From an optimization exercise on the open Yosys and OpenROAD flow, aimed at small area; shortcuts taken in it are not production practice. RTL that was checked went through simulation tests only; none was proved equivalent to the original. The flow treats the clock pin as an ideal source. Dropping or thinning the clock tree relies on that and would not hold on a real chip. Power and IR drop assume default switching activity.

Setup of branch amber:
==> module cordic, before the edit <==
module cordic(
    input signed [29:0] i_angle,
    input i_clk,
    input i_rst,
    input i_start,
    output signed [29:0] o_sin,
    output signed [29:0] o_cos,
    output o_done
);
localparam W = 36;    
localparam D = 18;
localparam WA = 34;   
localparam DA = 17;
reg [W-1:0] x;
reg [W-1:0] y;
reg [WA-1:0] w;
reg [4:0] i;
reg c;           
reg busy;
reg done;
reg cx, cy, cw;  
reg mw;          
assign o_done = done;
assign o_cos = x[W-1:W-30];
assign o_sin = y[W-1:W-30];
wire last = (i == 5'd30);
wire d = c ? ~w[DA-1] : ~w[WA-1];
wire sub_x = d;
wire sub_y = ~d;
localparam [31*WA-1:0] ATAN = {
    34'h100000000,
    34'h100000000,
    34'h100000000,
    34'h100000000,
    34'h100000000,
    34'h100000000,
    34'h100000000,
    34'h100000000,
    34'h100000000,
    34'h100000000,
    34'h100000000,
    34'h100000000,
    34'h100000000,
    34'h100000000,
    34'h100000000,
    34'h0ffffffff,
    34'h0fffffffb,
    34'h0ffffffeb,
    34'h0ffffffab,
    34'h0fffffeab,
    34'h0fffffaab,
    34'h0ffffeaab,
    34'h0ffffaaab,
    34'h0fffeaaae,
    34'h0fffaaade,
    34'h0ffeaaddd,
    34'h0ffaaddb9,
    34'h0feadd4d5,
    34'h0fadbafc9,
    34'h0ed63382b,
    34'h0c90fdaa2
};
wire [WA-1:0] atan = ATAN[WA*i +: WA];
wire [W-1:0] src [0:1];
wire [1:0] sub;
assign src[0] = y;
assign src[1] = x;
assign sub[0] = sub_x;
assign sub[1] = sub_y;
wire [D:0] sh [0:1];
genvar g, k;
generate
    for (g = 0; g < 2; g = g + 1) begin : lane
        wire fill = last ? sub[g] : (c ? src[g][D-1] : src[g][W-1]);
        wire [W:0] p = {src[g][W-1] ^ last, src[g][W-2:0], 1'b0};
        wire [D+15:0] s1;
        wire [D+7:0] s2;
        wire [D+3:0] s3;
        wire [D+1:0] s4;
        wire [D:0] s5;
        for (k = 0; k < D + 16; k = k + 1) begin : st16
            if (k + 16 <= D)
                assign s1[k] = i[4] ? p[k+16] : p[k];
            else if (k <= D)
                assign s1[k] = i[4] ? (c ? fill : p[k+16]) : p[k];
            else if (k + 16 <= W)
                assign s1[k] = c ? fill : (i[4] ? p[k+16] : p[k]);
            else
                assign s1[k] = (c | i[4]) ? fill : p[k];
        end
        for (k = 0; k < D + 8; k = k + 1) begin : st8
            assign s2[k] = i[3] ? (k + 8 < D + 16 ? s1[k+8] : fill) : s1[k];
        end
        for (k = 0; k < D + 4; k = k + 1) begin : st4
            assign s3[k] = i[2] ? s2[k+4] : s2[k];
        end
        for (k = 0; k < D + 2; k = k + 1) begin : st2
            assign s4[k] = i[1] ? s3[k+2] : s3[k];
        end
        for (k = 0; k < D + 1; k = k + 1) begin : st1
            assign s5[k] = i[0] ? s4[k+1] : s4[k];
        end
        assign sh[g] = s5;
    end
endgenerate
wire [D-1:0] op_x = sh[0][D:1] ^ {D{sub_x}};
wire [D-1:0] op_y = sh[1][D:1] ^ {D{sub_y}};
wire [DA-1:0] op_w = (c ? atan[WA-1:DA] : atan[DA-1:0]) ^ {DA{d}};
wire ci_x = c ? cx : sh[0][0] ^ sub_x;
wire ci_y = c ? cy : sh[1][0] ^ sub_y;
wire ci_w = c ? cw : d;
wire [D:0] k_x, k_y;
wire [DA:0] k_w;
wire [D-1:0] sum_x, sum_y;
wire [DA-1:0] sum_w;
assign k_x[0] = ci_x;
assign k_y[0] = ci_y;
assign k_w[0] = ci_w;
generate
    for (g = 0; g < D; g = g + 1) begin : rca
        assign sum_x[g] = x[g] ^ op_x[g] ^ k_x[g];
        assign k_x[g+1] = (x[g] & op_x[g]) | (k_x[g] & (x[g] ^ op_x[g]));
        assign sum_y[g] = y[g] ^ op_y[g] ^ k_y[g];
        assign k_y[g+1] = (y[g] & op_y[g]) | (k_y[g] & (y[g] ^ op_y[g]));
    end
    for (g = 0; g < DA; g = g + 1) begin : rcaw
        assign sum_w[g] = w[g] ^ op_w[g] ^ k_w[g];
        assign k_w[g+1] = (w[g] & op_w[g]) | (k_w[g] & (w[g] ^ op_w[g]));
    end
endgenerate
always @(posedge i_clk) begin
    if (i_start) begin
        w <= {i_angle, 4'b0};
        i <= 5'd0;
        c <= 1'b0;
    end else begin
        w <= {sum_w[DA-2:0], c ? mw : 1'b0, w[WA-1:DA]};
        c <= ~c;
        if (c)
            i <= i + 5'd1;
    end
    cx <= k_x[D];
    cy <= k_y[D];
    cw <= k_w[DA];
    mw <= sum_w[DA-1];
end
localparam G = W - 30;
localparam [W-1:0] X0 = 36'h26dd3b6a1;
always @(posedge i_clk) begin
    if (i_start) begin
        x[G-1:0] <= X0[G-1:0];
        y[G-1:0] <= {G{1'b0}};
    end else begin
        x[G-1:0] <= x[D+G-1:D];
        y[G-1:0] <= y[D+G-1:D];
    end
end
always @(posedge i_clk) begin
    if (i_start) begin
        x[W-1:G] <= X0[W-1:G];
        y[W-1:G] <= {(W-G){1'b0}};
    end else if (busy) begin
        x[W-1:G] <= {sum_x, x[W-1:D+G]};
        y[W-1:G] <= {sum_y, y[W-1:D+G]};
    end
end
always @(posedge i_clk) begin
    if (i_rst) begin
        busy <= 1'b0;
        done <= 1'b0;
    end else if (i_start) begin
        busy <= 1'b1;
        done <= 1'b0;
    end else if (busy && c && last) begin
        busy <= 1'b0;
        done <= 1'b1;
    end
end
endmodule
clock: 11.0 ns
lec_check: 0
abc_area: 1
cap_margin: 20
core_margin: 2
core_utilization: 40
cts_buf_list: sky130_fd_sc_hd__clkbuf_8
slew_margin: 20
standard.sh (not shown) runs the stock make flow with config.mk's settings and CLKGATE_MAP_FILE= SYNTH_SCRIPT=/design/flow/synth_recipe.tcl, a recipe that flattens the netlist after the stock synthesis.
==> flow/flow/run.sh <==
#!/bin/bash
# The standard layout with three changes:
#  - synthesis is the standard flow's own script (synth_recipe.tcl), except that the final ABC
#    mapping uses flow/area.abc, a deeper logic optimisation (&deepsyn) and an area-only standard-cell mapping (amap); every
#    step before it, and so every register, is the standard synthesis's;
#  - the port buffers use the smallest buffer cell;
#  - the clock tree is one clkbuf_8 driving six clkbuf_16 cells, each driving
#    a cluster of flip-flops, built by flow/mtree.tcl in place of TritonCTS.
set -euo pipefail
here=$(pwd)
cat > "$here/own_synth.tcl" <<EOT
proc abc {args} {
  set i [lsearch -exact \$args -script]
  if { \$i >= 0 } { lset args [expr {\$i + 1}] $here/flow/area.abc }
  yosys abc {*}\$args
}
source $here/synth_recipe.tcl
EOT
bash standard.sh "SYNTH_SCRIPT=$here/own_synth.tcl" \
  "BUFFER_PORTS_ARGS=-buffer_cell sky130_fd_sc_hd__buf_1" \
  "PRE_CTS_TCL=$here/flow/mtree.tcl" finish > standard.log 2>&1
Other scripts of this flow, unchanged in this note and not shown: flow/flow/area.abc, flow/flow/mtree.tcl
--- input diff branch amber..branch ember ---
-- flow/design.v --
<<< branch amber, line 24
assign o_cos = x[W-1:W-30];
assign o_sin = y[W-1:W-30];
wire last = (i == 5'd30);
wire d = c ? ~w[DA-1] : ~w[WA-1];
wire sub_x = d;
>>> branch ember, line 24
assign o_cos = x[W-1:W-30];
assign o_sin = y[W-1:W-30];
reg last;        
wire d = c ? ~w[DA-1] : ~w[WA-1];
wire sub_x = d;
<<< branch amber, line 134
        i <= 5'd0;
        c <= 1'b0;
    end else begin
        w <= {sum_w[DA-2:0], c ? mw : 1'b0, w[WA-1:DA]};
        c <= ~c;
        if (c)
            i <= i + 5'd1;
    end
    cx <= k_x[D];
>>> branch ember, line 134
        i <= 5'd0;
        c <= 1'b0;
        last <= 1'b0;
    end else begin
        w <= {sum_w[DA-2:0], c ? mw : 1'b0, w[WA-1:DA]};
        c <= ~c;
        if (c) begin
            i <= i + 5'd1;
            last <= (i == 5'd29);
        end
    end
    cx <= k_x[D];
[summary]
In the metrics for branch ember and branch amber, the one carrying the higher synthesized-area fraction occupied by adder cells is branch amber. [compare] base=branch amber new=branch ember: slack of the critical path up 210 ps; power consumption flat; global-route wire length before repair up about 0.7%; internal power flat; cell count down 11. Sort branch ember and branch amber by clock network fraction of design power, descending, and branch amber comes first. branch ember vs branch amber, switching share of power went down by 0.16 points. Between branch ember and branch amber, it is branch ember whose depth of the critical timing path with buffers and inverters included is lower, by about 17%. Compared with branch amber, in branch ember number of non-clock inverters saw a decrease, per-cell via count in the routed design went down 0.78%, simple logic cell fraction of the synthesized area climbed 0.58 points, first-iteration DRC count -23%. Density: branch ember sparser than branch amber.
In every run of this note, the design's own scripts or RTL, not TritonCTS, make the clock network.

* * *

== old ==
RTL: one of the versions met above, not the one the previous note started from.
Size: roughly 970 cells after synthesis, roughly 120 flip-flops, about 94 I/O pins, about 8000 um2 of cells after synthesis.
==> module cordic, before the edit <==
module cordic(
    input signed [29:0] i_angle,
    input i_clk,
    input i_rst,
    input i_start,
    output signed [29:0] o_sin,
    output signed [29:0] o_cos,
    output o_done
);
localparam W = 36;    
localparam D = 18;
localparam WA = 34;   
localparam DA = 17;
reg [W-1:0] x;
reg [W-1:0] y;
reg [WA-1:0] w;
reg [4:0] i;
reg c;           
reg busy;
reg done;
reg cx, cy, cw;  
reg mw;          
assign o_done = done;
assign o_cos = x[W-1:W-30];
assign o_sin = y[W-1:W-30];
reg last;        
wire d = c ? ~w[DA-1] : ~w[WA-1];
wire sub_x = d;
wire sub_y = ~d;
localparam [31*WA-1:0] ATAN = {
    34'h100000000,
    34'h100000000,
    34'h100000000,
    34'h100000000,
    34'h100000000,
    34'h100000000,
    34'h100000000,
    34'h100000000,
    34'h100000000,
    34'h100000000,
    34'h100000000,
    34'h100000000,
    34'h100000000,
    34'h100000000,
    34'h100000000,
    34'h0ffffffff,
    34'h0fffffffb,
    34'h0ffffffeb,
    34'h0ffffffab,
    34'h0fffffeab,
    34'h0fffffaab,
    34'h0ffffeaab,
    34'h0ffffaaab,
    34'h0fffeaaae,
    34'h0fffaaade,
    34'h0ffeaaddd,
    34'h0ffaaddb9,
    34'h0feadd4d5,
    34'h0fadbafc9,
    34'h0ed63382b,
    34'h0c90fdaa2
};
wire [WA-1:0] atan = ATAN[WA*i +: WA];
wire [W-1:0] src [0:1];
wire [1:0] sub;
assign src[0] = y;
assign src[1] = x;
assign sub[0] = sub_x;
assign sub[1] = sub_y;
wire [D:0] sh [0:1];
genvar g, k;
generate
    for (g = 0; g < 2; g = g + 1) begin : lane
        wire fill = last ? sub[g] : (c ? src[g][D-1] : src[g][W-1]);
        wire [W:0] p = {src[g][W-1] ^ last, src[g][W-2:0], 1'b0};
        wire [D+15:0] s1;
        wire [D+7:0] s2;
        wire [D+3:0] s3;
        wire [D+1:0] s4;
        wire [D:0] s5;
        for (k = 0; k < D + 16; k = k + 1) begin : st16
            if (k + 16 <= D)
                assign s1[k] = i[4] ? p[k+16] : p[k];
            else if (k <= D)
                assign s1[k] = i[4] ? (c ? fill : p[k+16]) : p[k];
            else if (k + 16 <= W)
                assign s1[k] = c ? fill : (i[4] ? p[k+16] : p[k]);
            else
                assign s1[k] = (c | i[4]) ? fill : p[k];
        end
        for (k = 0; k < D + 8; k = k + 1) begin : st8
            assign s2[k] = i[3] ? (k + 8 < D + 16 ? s1[k+8] : fill) : s1[k];
        end
        for (k = 0; k < D + 4; k = k + 1) begin : st4
            assign s3[k] = i[2] ? s2[k+4] : s2[k];
        end
        for (k = 0; k < D + 2; k = k + 1) begin : st2
            assign s4[k] = i[1] ? s3[k+2] : s3[k];
        end
        for (k = 0; k < D + 1; k = k + 1) begin : st1
            assign s5[k] = i[0] ? s4[k+1] : s4[k];
        end
        assign sh[g] = s5;
    end
endgenerate
wire [D-1:0] op_x = sh[0][D:1] ^ {D{sub_x}};
wire [D-1:0] op_y = sh[1][D:1] ^ {D{sub_y}};
wire [DA-1:0] op_w = (c ? atan[WA-1:DA] : atan[DA-1:0]) ^ {DA{d}};
wire ci_x = c ? cx : sh[0][0] ^ sub_x;
wire ci_y = c ? cy : sh[1][0] ^ sub_y;
wire ci_w = c ? cw : d;
wire [D:0] k_x, k_y;
wire [DA:0] k_w;
wire [D-1:0] sum_x, sum_y;
wire [DA-1:0] sum_w;
assign k_x[0] = ci_x;
assign k_y[0] = ci_y;
assign k_w[0] = ci_w;
generate
    for (g = 0; g < D; g = g + 1) begin : rca
        assign sum_x[g] = x[g] ^ op_x[g] ^ k_x[g];
        assign k_x[g+1] = (x[g] & op_x[g]) | (k_x[g] & (x[g] ^ op_x[g]));
        assign sum_y[g] = y[g] ^ op_y[g] ^ k_y[g];
        assign k_y[g+1] = (y[g] & op_y[g]) | (k_y[g] & (y[g] ^ op_y[g]));
    end
    for (g = 0; g < DA; g = g + 1) begin : rcaw
        assign sum_w[g] = w[g] ^ op_w[g] ^ k_w[g];
        assign k_w[g+1] = (w[g] & op_w[g]) | (k_w[g] & (w[g] ^ op_w[g]));
    end
endgenerate
always @(posedge i_clk) begin
    if (i_start) begin
        w <= {i_angle, 4'b0};
        i <= 5'd0;
        c <= 1'b0;
        last <= 1'b0;
    end else begin
        w <= {sum_w[DA-2:0], c ? mw : 1'b0, w[WA-1:DA]};
        c <= ~c;
        if (c) begin
            i <= i + 5'd1;
            last <= (i == 5'd29);
        end
    end
    cx <= k_x[D];
    cy <= k_y[D];
    cw <= k_w[DA];
    mw <= sum_w[DA-1];
end
localparam G = W - 30;
localparam [W-1:0] X0 = 36'h26dd3b6a1;
always @(posedge i_clk) begin
    if (i_start) begin
        x[G-1:0] <= X0[G-1:0];
        y[G-1:0] <= {G{1'b0}};
    end else begin
        x[G-1:0] <= x[D+G-1:D];
        y[G-1:0] <= y[D+G-1:D];
    end
end
always @(posedge i_clk) begin
    if (i_start) begin
        x[W-1:G] <= X0[W-1:G];
        y[W-1:G] <= {(W-G){1'b0}};
    end else if (busy) begin
        x[W-1:G] <= {sum_x, x[W-1:D+G]};
        y[W-1:G] <= {sum_y, y[W-1:D+G]};
    end
end
always @(posedge i_clk) begin
    if (i_rst) begin
        busy <= 1'b0;
        done <= 1'b0;
    end else if (i_start) begin
        busy <= 1'b1;
        done <= 1'b0;
    end else if (busy && c && last) begin
        busy <= 1'b0;
        done <= 1'b1;
    end
end
endmodule
clock: 11.0 ns
lec_check: 0
abc_area: 1
cap_margin: 20
core_margin: 2
core_utilization: 40
cts_buf_list: sky130_fd_sc_hd__clkbuf_8
slew_margin: 20
Scripts as last shown in full above: flow/flow/run.sh
Other scripts of this flow, unchanged in this note and not shown: flow/flow/area.abc, flow/flow/mtree.tcl
### old -> new
diff --git a/flow/design.v b/flow/design.v
--- a/flow/design.v
+++ b/flow/design.v
@@ -24,5 +24,5 @@
 assign o_cos = x[W-1:W-30];
 assign o_sin = y[W-1:W-30];
-reg last;        
+wire last = (i == 5'd30);
 wire d = c ? ~w[DA-1] : ~w[WA-1];
 wire sub_x = d;
@@ -134,12 +134,9 @@
         i <= 5'd0;
         c <= 1'b0;
-        last <= 1'b0;
     end else begin
         w <= {sum_w[DA-2:0], c ? mw : 1'b0, w[WA-1:DA]};
         c <= ~c;
-        if (c) begin
+        if (c)
             i <= i + 5'd1;
-            last <= (i == 5'd29);
-        end
     end
     cx <= k_x[D];
==> notes.md <==
- Count of buffer and inverter cells on the critical path: new higher than old
- Lower share of power burned in registers among old and new: new
- On ratio of cells with drive above 1 in the final layout: new sits above old.
- Delta (new minus old): worst setup slack now smaller; area used by sequential logic in the layout now smaller; footprint of the multi-input gates now larger; part of the power in combinational logic now larger; share of the final layout cell area in multi-input gates now smaller.
- In new, the number of flip-flops and latches in the synthesized netlist came out 1 below the value in old.
- Lower layout inverter count without the clock tree goes to new over old.
- In the tables for old and new, effective utilization at floorplan reads lower with new.
- Routed wire in new totals less than in old.
No run of this note takes its clock network from TritonCTS; it comes from the design's own scripts or RTL.

* * *

Another version of the RTL of cordic (not shown whole).
Size in the first run: roughly 1000 cells after synthesis, ~120 flip-flops, roughly 94 I/O pins, roughly 8200 µm² of cells after synthesis.
==> module cordic, before the edit <==
module cordic(
    input signed [29:0] i_angle,
    input i_clk,
    input i_rst,
    input i_start,
    output signed [29:0] o_sin,
    output signed [29:0] o_cos,
    output o_done
);
localparam W = 36;    
localparam D = 18;
localparam WA = 34;   
localparam DA = 17;
reg [W-1:0] x;
reg [W-1:0] y;
reg [WA-1:0] w;
reg [4:0] i;
reg c;           
reg busy;
reg done;
reg cx, cy, cw;  
reg mw;          
assign o_done = done;
assign o_cos = x[W-1:W-30];
assign o_sin = y[W-1:W-30];
wire last = (i == 5'd30);
wire d = c ? ~w[DA-1] : ~w[WA-1];
wire sub_x = d;
wire sub_y = ~d;
localparam [31*WA-1:0] ATAN = {
    34'h100000000,
    34'h100000000,
    34'h100000000,
    34'h100000000,
    34'h100000000,
    34'h100000000,
    34'h100000000,
    34'h100000000,
    34'h100000000,
    34'h100000000,
    34'h100000000,
    34'h100000000,
    34'h100000000,
    34'h100000000,
    34'h100000000,
    34'h0ffffffff,
    34'h0fffffffb,
    34'h0ffffffeb,
    34'h0ffffffab,
    34'h0fffffeab,
    34'h0fffffaab,
    34'h0ffffeaab,
    34'h0ffffaaab,
    34'h0fffeaaae,
    34'h0fffaaade,
    34'h0ffeaaddd,
    34'h0ffaaddb9,
    34'h0feadd4d5,
    34'h0fadbafc9,
    34'h0ed63382b,
    34'h0c90fdaa2
};
wire [WA-1:0] atan = ATAN[WA*i +: WA];
wire [W-1:0] src [0:1];
wire [1:0] sub;
assign src[0] = y;
assign src[1] = x;
assign sub[0] = sub_x;
assign sub[1] = sub_y;
wire [D:0] sh [0:1];
genvar g, k;
generate
    for (g = 0; g < 2; g = g + 1) begin : lane
        wire fill = last ? sub[g] : (c ? src[g][D-1] : src[g][W-1]);
        wire [W:0] p = {src[g][W-1] ^ last, src[g][W-2:0], 1'b0};
        wire [D+15:0] s1;
        wire [D+7:0] s2;
        wire [D+3:0] s3;
        wire [D+1:0] s4;
        wire [D:0] s5;
        for (k = 0; k < D + 16; k = k + 1) begin : st16
            if (k + 16 <= D)
                assign s1[k] = i[4] ? p[k+16] : p[k];
            else if (k <= D)
                assign s1[k] = i[4] ? (c ? fill : p[k+16]) : p[k];
            else if (k + 16 <= W)
                assign s1[k] = c ? fill : (i[4] ? p[k+16] : p[k]);
            else
                assign s1[k] = (c | i[4]) ? fill : p[k];
        end
        for (k = 0; k < D + 8; k = k + 1) begin : st8
            assign s2[k] = i[3] ? (k + 8 < D + 16 ? s1[k+8] : fill) : s1[k];
        end
        for (k = 0; k < D + 4; k = k + 1) begin : st4
            assign s3[k] = i[2] ? s2[k+4] : s2[k];
        end
        for (k = 0; k < D + 2; k = k + 1) begin : st2
            assign s4[k] = i[1] ? s3[k+2] : s3[k];
        end
        for (k = 0; k < D + 1; k = k + 1) begin : st1
            assign s5[k] = i[0] ? s4[k+1] : s4[k];
        end
        assign sh[g] = s5;
    end
endgenerate
wire [D-1:0] op_x = sh[0][D:1] ^ {D{sub_x}};
wire [D-1:0] op_y = sh[1][D:1] ^ {D{sub_y}};
wire [DA-1:0] op_w = (c ? atan[WA-1:DA] : atan[DA-1:0]) ^ {DA{d}};
wire ci_x = c ? cx : sh[0][0] ^ sub_x;
wire ci_y = c ? cy : sh[1][0] ^ sub_y;
wire ci_w = c ? cw : d;
wire [D:0] k_x, k_y;
wire [DA:0] k_w;
wire [D-1:0] sum_x, sum_y;
wire [DA-1:0] sum_w;
assign k_x[0] = ci_x;
assign k_y[0] = ci_y;
assign k_w[0] = ci_w;
generate
    for (g = 0; g < D; g = g + 1) begin : rca
        assign sum_x[g] = x[g] ^ op_x[g] ^ k_x[g];
        assign k_x[g+1] = (x[g] & op_x[g]) | (k_x[g] & (x[g] ^ op_x[g]));
        assign sum_y[g] = y[g] ^ op_y[g] ^ k_y[g];
        assign k_y[g+1] = (y[g] & op_y[g]) | (k_y[g] & (y[g] ^ op_y[g]));
    end
    for (g = 0; g < DA; g = g + 1) begin : rcaw
        assign sum_w[g] = w[g] ^ op_w[g] ^ k_w[g];
        assign k_w[g+1] = (w[g] & op_w[g]) | (k_w[g] & (w[g] ^ op_w[g]));
    end
endgenerate
always @(posedge i_clk) begin
    if (i_start) begin
        w <= {i_angle, 4'b0};
        i <= 5'd0;
        c <= 1'b0;
    end else begin
        w <= {sum_w[DA-2:0], c ? mw : 1'b0, w[WA-1:DA]};
        c <= ~c;
        if (c)
            i <= i + 5'd1;
    end
    cx <= k_x[D];
    cy <= k_y[D];
    cw <= k_w[DA];
    mw <= sum_w[DA-1];
end
always @(posedge i_clk) begin
    if (i_start) begin
        x <= 36'h26dd3b6a1;
        y <= {W{1'b0}};
    end else if (busy) begin
        x <= {sum_x, x[W-1:D]};
        y <= {sum_y, y[W-1:D]};
    end
end
always @(posedge i_clk) begin
    if (i_rst) begin
        busy <= 1'b0;
        done <= 1'b0;
    end else if (i_start) begin
        busy <= 1'b1;
        done <= 1'b0;
    end else if (busy && c && last) begin
        busy <= 1'b0;
        done <= 1'b1;
    end
end
endmodule
==> flow/config.mk <==
export PLATFORM = sky130hd
export DESIGN_NAME = cordic
export DESIGN_NICKNAME = cordic
export VERILOG_FILES = /design/flow/design.v
export SDC_FILE = /design/flow/constraint.sdc
export NUM_CORES = 4
export LEC_CHECK = 0
export ABC_AREA = 1
export CAP_MARGIN = 20
export CORE_MARGIN = 2
export CORE_UTILIZATION = 40
export CTS_BUF_LIST = sky130_fd_sc_hd__clkbuf_8
export SLEW_MARGIN = 20
==> flow/constraint.sdc <==
create_clock -name core_clock -period 11.0 [get_ports {i_clk}]
set_input_delay 2.2000 -clock core_clock [delete_from_list [all_inputs] [get_ports {i_clk}]]
set_output_delay 2.2000 -clock core_clock [all_outputs]
set_load 0.01 [all_outputs]
==> flow/flow/run.sh <==
#!/bin/bash
# The standard layout with two changes:
#  - synthesis is the standard flow's own script (synth_recipe.tcl), except that the final ABC
#    mapping uses flow/area.abc, an area-only standard-cell mapping (amap); every
#    step before it, and so every register, is the standard synthesis's;
#  - the port buffers use the smallest buffer cell.
set -euo pipefail
here=$(pwd)
cat > "$here/own_synth.tcl" <<EOT
proc abc {args} {
  set i [lsearch -exact \$args -script]
  if { \$i >= 0 } { lset args [expr {\$i + 1}] $here/flow/area.abc }
  yosys abc {*}\$args
}
source $here/synth_recipe.tcl
EOT
bash standard.sh "SYNTH_SCRIPT=$here/own_synth.tcl" \
  "BUFFER_PORTS_ARGS=-buffer_cell sky130_fd_sc_hd__buf_1" finish > standard.log 2>&1
==> flow/flow/area.abc <==
strash
dch -f
amap
Rerun with:
--- a/flow/design.v
+++ b/flow/design.v
@@ -59,65 +59,32 @@
     34'h0fadbafc9,
     34'h0ed63382b,
     34'h0c90fdaa2
 };
 wire [WA-1:0] atan = ATAN[WA*i +: WA];
-wire [W-1:0] src [0:1];
-wire [1:0] sub;
-assign src[0] = y;
-assign src[1] = x;
-assign sub[0] = sub_x;
-assign sub[1] = sub_y;
-wire [D:0] sh [0:1];
-genvar g, k;
-generate
-    for (g = 0; g < 2; g = g + 1) begin : lane
-        wire fill = last ? sub[g] : (c ? src[g][D-1] : src[g][W-1]);
-        wire [W:0] p = {src[g][W-1] ^ last, src[g][W-2:0], 1'b0};
-        wire [D+15:0] s1;
-        wire [D+7:0] s2;
-        wire [D+3:0] s3;
-        wire [D+1:0] s4;
-        wire [D:0] s5;
-        for (k = 0; k < D + 16; k = k + 1) begin : st16
-            if (k + 16 <= D)
-                assign s1[k] = i[4] ? p[k+16] : p[k];
-            else if (k <= D)
-                assign s1[k] = i[4] ? (c ? fill : p[k+16]) : p[k];
-            else if (k + 16 <= W)
-                assign s1[k] = c ? fill : (i[4] ? p[k+16] : p[k]);
-            else
-                assign s1[k] = (c | i[4]) ? fill : p[k];
-        end
-        for (k = 0; k < D + 8; k = k + 1) begin : st8
-            assign s2[k] = i[3] ? (k + 8 < D + 16 ? s1[k+8] : fill) : s1[k];
-        end
-        for (k = 0; k < D + 4; k = k + 1) begin : st4
-            assign s3[k] = i[2] ? s2[k+4] : s2[k];
-        end
-        for (k = 0; k < D + 2; k = k + 1) begin : st2
-            assign s4[k] = i[1] ? s3[k+2] : s3[k];
-        end
-        for (k = 0; k < D + 1; k = k + 1) begin : st1
-            assign s5[k] = i[0] ? s4[k+1] : s4[k];
-        end
-        assign sh[g] = s5;
-    end
-endgenerate
-wire [D-1:0] op_x = sh[0][D:1] ^ {D{sub_x}};
-wire [D-1:0] op_y = sh[1][D:1] ^ {D{sub_y}};
+wire fill_y = last ? sub_x : (c ? y[D-1] : y[W-1]);
+wire fill_x = last ? sub_y : (c ? x[D-1] : x[W-1]);
+wire [W+32:0] src_y = c ? {{(D+32){fill_y}}, y[D-1:0], 1'b0}
+                        : {{32{fill_y}}, y[W-1] ^ last, y[W-2:0], 1'b0};
+wire [W+32:0] src_x = c ? {{(D+32){fill_x}}, x[D-1:0], 1'b0}
+                        : {{32{fill_x}}, x[W-1] ^ last, x[W-2:0], 1'b0};
+wire [W+32:0] sh_y = src_y >> i;
+wire [W+32:0] sh_x = src_x >> i;
+wire [D-1:0] op_x = sh_y[D:1] ^ {D{sub_x}};
+wire [D-1:0] op_y = sh_x[D:1] ^ {D{sub_y}};
 wire [DA-1:0] op_w = (c ? atan[WA-1:DA] : atan[DA-1:0]) ^ {DA{d}};
-wire ci_x = c ? cx : sh[0][0] ^ sub_x;
-wire ci_y = c ? cy : sh[1][0] ^ sub_y;
+wire ci_x = c ? cx : sh_y[0] ^ sub_x;
+wire ci_y = c ? cy : sh_x[0] ^ sub_y;
 wire ci_w = c ? cw : d;
 wire [D:0] k_x, k_y;
 wire [DA:0] k_w;
 wire [D-1:0] sum_x, sum_y;
 wire [DA-1:0] sum_w;
 assign k_x[0] = ci_x;
 assign k_y[0] = ci_y;
 assign k_w[0] = ci_w;
+genvar g;
 generate
     for (g = 0; g < D; g = g + 1) begin : rca
         assign sum_x[g] = x[g] ^ op_x[g] ^ k_x[g];
         assign k_x[g+1] = (x[g] & op_x[g]) | (k_x[g] & (x[g] ^ op_x[g]));
         assign sum_y[g] = y[g] ^ op_y[g] ^ k_y[g];
The new run ran to the end with no violations.
Design area increases by 8.2%.
Setup slack gets worse by 0.12 ns.
Synthesized cell count went up by 6.7%.
Utilization is higher by 1.5 points.
Total power climbs by 10%.
The RTL of the second run of this note was laid out without a check of its function.

==> separate check: timing with driven ports <==
Ports are ideal in the flow. The routed layouts listed here were re-timed in OpenROAD.
Step 1 assumes that a clkbuf_16 drives the clock port and a buf_2 every other input.
Step 2 moves the port delays by t, midway between the first and last clock arrival at a register: inputs arrive t later, outputs are due t later. That takes back most of the time a late clock gives input paths.
a / b / c = ideal / step 1 / step 2; a / b = the first two.
| run | t, ns | setup WS [ns] | worst setup path after step 2 | latest minus earliest clock arrival (ns) | cell pins on the clock port's net |
|---|---|---|---|---|---|
| branch amber | 0.475 | 0.399 / 0.399 / 0.399 | register to register | 0.015 / 0.015 | 1 |
| branch ember | 0.460 | 0.609 / 0.609 / 0.609 | register to register | 0.049 / 0.049 | 1 |
| old | 0.474 | 0.585 / 0.585 / 0.585 | register to register | 0.031 / 0.031 | 1 |
| new | 0.469 | 0.470 / 0.470 / 0.470 | register to register | 0.028 / 0.028 | 1 |
| the first run of note 3 | 0.498 | 0.492 / 0.492 / 0.492 | register to register | 0.012 / 0.013 | 1 |
| the second run of note 3 | 0.494 | 0.375 / 0.375 / 0.375 | register to register | 0.012 / 0.012 | 1 |
After both steps every run listed still meets setup and hold.
